Background: an optimization exercise with open tools, aiming at small area, a short achievable clock period and few clock cycles. Do not read the settings as production practice. In this exercise RTL edits were held to simulation tests only and were not proved equivalent to the original.

==> flow/design.v (excerpt) <==
module CONV(
	input				clk,
	input				reset,
	output	reg			busy,
	input				ready,
	output	reg	[11:0]	iaddr,
	input		[19:0]	idata,
	output	reg  		cwr,
	output	reg [11:0]	caddr_wr,
	output	reg [19:0]	cdata_wr,
	output	reg 		crd,
	output	reg	[11:0]	caddr_rd,
	input		[19:0] 	cdata_rd,
	output		[2:0] 	csel
	);
For scale: roughly 430 flip-flops.
Settings: LEC_CHECK=0, ABC_CLOCK_PERIOD_IN_PS=3000, CAP_MARGIN=20, CORE_MARGIN=2, CORE_UTILIZATION=70, CTS_CLUSTER_DIAMETER=100, CTS_CLUSTER_SIZE=20, SLEW_MARGIN=20; clock period 10.0 ns.
standard.sh (not shown) runs the stock make flow with config.mk's settings and CLKGATE_MAP_FILE= SYNTH_SCRIPT=/design/flow/synth_recipe.tcl, a recipe that flattens the netlist after the stock synthesis.
==> flow/flow/run.sh <==
#!/bin/bash
export SETUP_SLACK_MARGIN=6.7
export BUFFER_PORTS_ARGS="-buffer_cell sky130_fd_sc_hd__buf_2"
bash standard.sh > standard.log 2>&1
Testbench counts at the start, summed over its fixed seeds: cycles 146,808.
Edit:
==> flow/flow/run.sh (replaced) <==
#!/bin/bash
export SETUP_SLACK_MARGIN=6.6
export BUFFER_PORTS_ARGS="-buffer_cell sky130_fd_sc_hd__buf_2"
bash standard.sh > standard.log 2>&1
CORE_UTILIZATION = 40   (was 70)
CTS_CLUSTER_DIAMETER = unset   (was 100)
CTS_CLUSTER_SIZE = unset   (was 20)
After rerunning: The new run ran to the end with no violations; final area goes up by 2.9%; worst setup slack gains 0.028 ns.
Edit:
==> flow/flow/run.sh (replaced) <==
#!/bin/bash
export SETUP_SLACK_MARGIN=6.7
export BUFFER_PORTS_ARGS="-buffer_cell sky130_fd_sc_hd__buf_2"
bash standard.sh > standard.log 2>&1
CORE_UTILIZATION = 60   (was 40)
CTS_CLUSTER_DIAMETER = 100   (was unset)
CTS_CLUSTER_SIZE = 20   (was unset)
The new run went through all stages and came out clean.
Wire length drops slightly.
Fmax goes up slightly.
Final cell count falls by roughly a tenth.
Worst setup slack improves by 0.037 ns.
Via count climbs slightly.
Die area fell by a quarter to a third.
Final area is lower by a few percent.
Global-route usage came out higher by 11 points.
Synthesized cell count does not change.
Critical path depth does not change.
Sequential share of layout area increases by 1.1 points.
Edit:
==> flow/flow/run.sh (replaced) <==
#!/bin/bash
export SETUP_SLACK_MARGIN=6.5
bash standard.sh > standard.log 2>&1
CORE_UTILIZATION = 40   (was 60)
CTS_CLUSTER_DIAMETER = unset   (was 100)
CTS_CLUSTER_SIZE = unset   (was 20)
Cell area came out higher by a few percent.
Sequential share of layout area came out lower by 1.0 points.
Non-clock buffer count came out lower by 37.
Register-to-register slack got worse by 0.099 ns.
Worst setup slack got worse by 0.099 ns.
Clock-buffer cell count came out higher by 34.
Final cell count came out higher by roughly a tenth.
Edit:
==> flow/flow/run.sh (replaced) <==
#!/bin/bash
export SETUP_SLACK_MARGIN=6.7
bash standard.sh > standard.log 2>&1
=> First-iteration DRC count went up by 5.4%. Critical path depth went up by 1. Wire length went up by 5.9%.

* * *

CONV, a different RTL version from the one above (not shown whole).
Size in the first run: about 420 flip-flops.
export LEC_CHECK = 0
export ABC_CLOCK_PERIOD_IN_PS = 3000
export CAP_MARGIN = 20
export CORE_MARGIN = 2
export CORE_UTILIZATION = 60
export CTS_CLUSTER_DIAMETER = 100
export CTS_CLUSTER_SIZE = 20
export SLEW_MARGIN = 20
create_clock -name core_clock -period 10.0 [get_ports {clk}]
==> flow/flow/run.sh <==
#!/bin/bash
export SETUP_SLACK_MARGIN=6.6
export BUFFER_PORTS_ARGS="-buffer_cell sky130_fd_sc_hd__buf_2"
bash standard.sh > standard.log 2>&1
The starting point went through all stages and came out clean.
Testbench counts at the start, summed over its fixed seeds: cycles 146,808.
Edit:
--- a/flow/flow/run.sh
+++ b/flow/flow/run.sh
@@ -2 +2 @@
-export SETUP_SLACK_MARGIN=6.6
+export SETUP_SLACK_MARGIN=6.7
Settings changed: TNS_END_PERCENT set to 20.
After rerunning:
- The changed run completed without violations
- core utilization shrinks by 0.36 points
- first-iteration DRC count shrinks by about a fifth
- routed wire length shrinks by a few percent
- design area shrinks slightly

-- port drivers added, routing unchanged --
The flow's constraints put no driver on any port. The routed layouts listed below were extracted and timed again, unchanged, in two steps.
Step 1, drivers: a clkbuf_16 drives clk and a buf_2 each remaining input, both assumed.
Step 2 moves the port delays by t, midway between the first and last clock arrival at a register: inputs arrive t later, outputs are due t later. That takes back most of the time a late clock gives input paths.
Slacks: no drivers / after step 1 / after step 2; pairs: no drivers / after step 1.
run | t (ns) | setup slack, ns | latest minus earliest clock arrival (ns) | worst register clock-pin slew, ns
the first run of note 1 | 0.649 | 6.568 / 6.568 / 6.568 | 0.033 / 0.033 | 0.11 / 0.11
the second run of note 1 | 0.666 | 6.596 / 6.596 / 6.596 | 0.017 / 0.018 | 0.06 / 0.06
the third run of note 1 | 0.653 | 6.633 / 6.633 / 6.633 | 0.036 / 0.037 | 0.10 / 0.10
the fourth run of note 1 | 0.663 | 6.534 / 6.491 / 6.534 | 0.027 / 0.027 | 0.07 / 0.07
the fifth run of note 1 | 0.660 | 6.633 / 6.633 / 6.633 | 0.027 / 0.026 | 0.07 / 0.07
the first run of note 2 | 0.641 | 6.602 / 6.599 / 6.602 | 0.026 / 0.026 | 0.10 / 0.10
the second run of note 2 | 0.653 | 6.601 / 6.541 / 6.607 | 0.029 / 0.029 | 0.10 / 0.10
After both steps every run listed still meets setup and hold.
